Background: an optimization exercise with open tools, aiming at small area. Do not read the settings as production practice. Only simulation tests tie the RTL to the original design; equivalence was not proved.

## Cordic_hardware
module Cordic_hardware (x1, y1, clk, clr, angle, x2, y2);
  input [31:0] x1, y1, angle;
  input clk, clr;
  output [31:0] x2, y2;
  localparam [32*11-1:0] ALPHAS = {32'h3D652EDC, 32'h3DE52ECE, 32'h3E652E94, 32'h3EE52DAF,
    32'h3F652A1B, 32'h3FE51BCA, 32'h4064E2AA, 32'h40E40022, 32'h41609474, 32'h41D4853A,
    32'h42340000};
  reg [3:0] age;
  wire full = (age == 4'd10);
  always @(posedge clk)
    if (clr) age <= 4'd0;
    else if (!full) age <= age + 4'd1;
  wire zout = clr | ~full;
  wire [33:0] xr [1:11];
  wire [33:0] yr [1:11];
  wire [31:0] x [0:11];
  wire [31:0] y [0:11];
  wire [31:0] t [0:11];
  assign x[0] = x1;
  assign y[0] = y1;
  assign t[0] = angle;
  genvar i;
  for (i = 0; i < 11; i = i + 1) begin : st
    cordic #(.K(i), .ALPHA(ALPHAS[32*i +: 32])) cordicblock (.clk(clk),
      .x1(x[i]), .y1(y[i]), .theta(t[i]), .zx(i == 10 ? zout : 1'b0),
      .x2(xr[i+1]), .y2(yr[i+1]), .theta2(t[i+1]));
    fadd_back nx(.sgn(xr[i+1][33]), .expo(xr[i+1][32:25]), .D(xr[i+1][24:0]), .s(x[i+1]));
    fadd_back ny(.sgn(yr[i+1][33]), .expo(yr[i+1][32:25]), .D(yr[i+1][24:0]), .s(y[i+1]));
  end
  assign x2 = x[11];
  assign y2 = y[11];
endmodule
Size: ~24,000 cells after synthesis, ~160 I/O pins.
==> flow/config.mk <==
export PLATFORM = sky130hd
export DESIGN_NAME = Cordic_hardware
export DESIGN_NICKNAME = Cordic_hardware
export VERILOG_FILES = /design/flow/design.v
export SDC_FILE = /design/flow/constraint.sdc
export NUM_CORES = 4
export LEC_CHECK = 0
export ABC_AREA = 1
export ABC_CLOCK_PERIOD_IN_PS = 11000
export CAP_MARGIN = 20
export CORE_MARGIN = 2
export CORE_UTILIZATION = 40
export PLACE_DENSITY = 0.5
export SETUP_SLACK_MARGIN = 0.05
export SLEW_MARGIN = 20
==> flow/constraint.sdc <==
create_clock -name core_clock -period 13.0 [get_ports {clk}]
set_input_delay 2.6000 -clock core_clock [delete_from_list [all_inputs] [get_ports {clk}]]
set_output_delay 2.6000 -clock core_clock [all_outputs]
set_load 0.01 [all_outputs]
standard.sh (not shown) runs the stock make flow with config.mk's settings and CLKGATE_MAP_FILE= SYNTH_SCRIPT=/design/flow/synth_recipe.tcl, a recipe that flattens the netlist after the stock synthesis.
==> flow/flow/run.sh <==
#!/bin/bash
# Layout flow: the standard ORFS flow, except for technology mapping in
# synthesis (flow/mysynth.tcl): no full/half-adder cell extraction, the
# 24-bit prefix adders (module bk24) are kept as modules and mapped with
# flow/map_keep.abc, and the rest is mapped for area with flow/map.abc.
# The netlist is flattened before it is written; registers and every step
# after synthesis are as in the standard flow.
set -euo pipefail
W=$(pwd)
export MY_ABC_SCRIPT=$W/flow/map.abc
export MY_ABC_SCRIPT_KEEP=$W/flow/map_keep.abc
export MY_KEEP_MODULES="bk24"
bash standard.sh SYNTH_SCRIPT=$W/flow/mysynth.tcl ADDER_MAP_FILE= finish > $W/flow_make.log 2>&1
==> flow/flow/map.abc <==
strash
&get -n
&deepsyn -T 60
&put
dch -f
amap -m -F 4 -A 8
topo
stime -p
buffer -p
upsize {D}
dnsize {D}
==> flow/flow/map_keep.abc <==
strash
dch -f
amap -m -F 4 -A 8
topo
stime -p
buffer -p
upsize {D}
dnsize {D}
==> flow/flow/mysynth.tcl <==
# The standard flow's synthesis script (synth_recipe.tcl) with one change: technology
# mapping. The modules listed in MY_KEEP_MODULES (the prefix adders) are kept
# as separate modules through synthesis and mapped with MY_ABC_SCRIPT_KEEP, so
# that their carry structure is not rebuilt for area; the rest of the design
# is mapped with MY_ABC_SCRIPT. The design is flattened before it is written.
proc synth {args} { yosys synth -nofsm -noshare {*}$args }
set f [open $::env(SCRIPTS_DIR)/synth.tcl]
set txt [read $f]
close $f
set old {log_cmd abc {*}$abc_args}
set new {
  log_cmd abc {*}[lreplace $abc_args 1 1 $::env(MY_ABC_SCRIPT_KEEP)] {*}$::env(MY_KEEP_MODULES)
  log_cmd abc {*}[lreplace $abc_args 1 1 $::env(MY_ABC_SCRIPT)] $::env(DESIGN_NAME)
}
if { [string first $old $txt] < 0 } { error "abc call not found in synth.tcl" }
set txt [string map [list $old $new] $txt]
set old2 {hierarchy -check -top $::env(DESIGN_NAME)}
set new2 {hierarchy -check -top $::env(DESIGN_NAME)
foreach m $::env(MY_KEEP_MODULES) { setattr -mod -set keep_hierarchy 1 $m }}
if { [string first $old2 $txt] < 0 } { error "hierarchy call not found in synth.tcl" }
set txt [string map [list $old2 $new2] $txt]
eval $txt
# left out here: clear keep_hierarchy, flatten, clean up, hide names made inside functions, write 1_2_yosys.v
Change:
- CORE_UTILIZATION: 40 -> 50
- GPL_TIMING_DRIVEN: default -> 0
- PLACE_DENSITY: 0.5 -> 0.6
- SETUP_SLACK_MARGIN: 0.05 -> 0.4
Outcome:
- hold slack gets better by 0.0071 ns
- non-clock buffer count grows by 634
- routed wire length shrinks by 0.54%
- sequential share of layout area barely changes
- die area shrinks by 20%
- critical path depth grows by 7
- cell area shrinks by 0.70%
- area after synthesis stays the same
- via count grows by 5.1%
- final cell count shrinks by 1.4%
- core utilization grows by 11 points
Change:
- CORE_UTILIZATION: 50 -> 40
- GPL_TIMING_DRIVEN: 0 -> default
- PLACE_DENSITY: 0.6 -> 0.5
- SETUP_SLACK_MARGIN: 0.4 -> 0.2
=>
- final area rose by 1.3%
- maximum frequency rose by 0.76%
- via count fell by 4.5%
- critical path depth fell by 6
- wire length rose by 0.85%
- worst setup slack improved by 0.094 ns
- synthesized cell count stays the same

-- what the ideal ports hide --
The flow's constraints put no driver on any port. The routed layouts listed below were extracted and timed again, unchanged, in two steps.
Step 1: set_driving_cell puts a clkbuf_16 on clk and a buf_2 on each other input, an assumption about the parent block.
Step 2 moves the port delays by t, midway between the first and last clock arrival at a register: inputs arrive t later, outputs are due t later. That takes back most of the time a late clock gives input paths.
Slacks: no drivers / after step 1 / after step 2; pairs: no drivers / after step 1.
run	shift t [ns]	setup WS [ns]	worst setup path at the end
the first run	0.976	0.825 / 0.825 / 0.306	input to register
the second run	0.949	0.654 / 0.654 / 0.336	input to register
the third run	0.978	0.748 / 0.748 / 0.305	input to register
After both steps setup and hold are still met in every run listed. The setup slack of the first run, which loses most, moves by 0.000 ns with the drivers and by -0.519 ns with both steps.
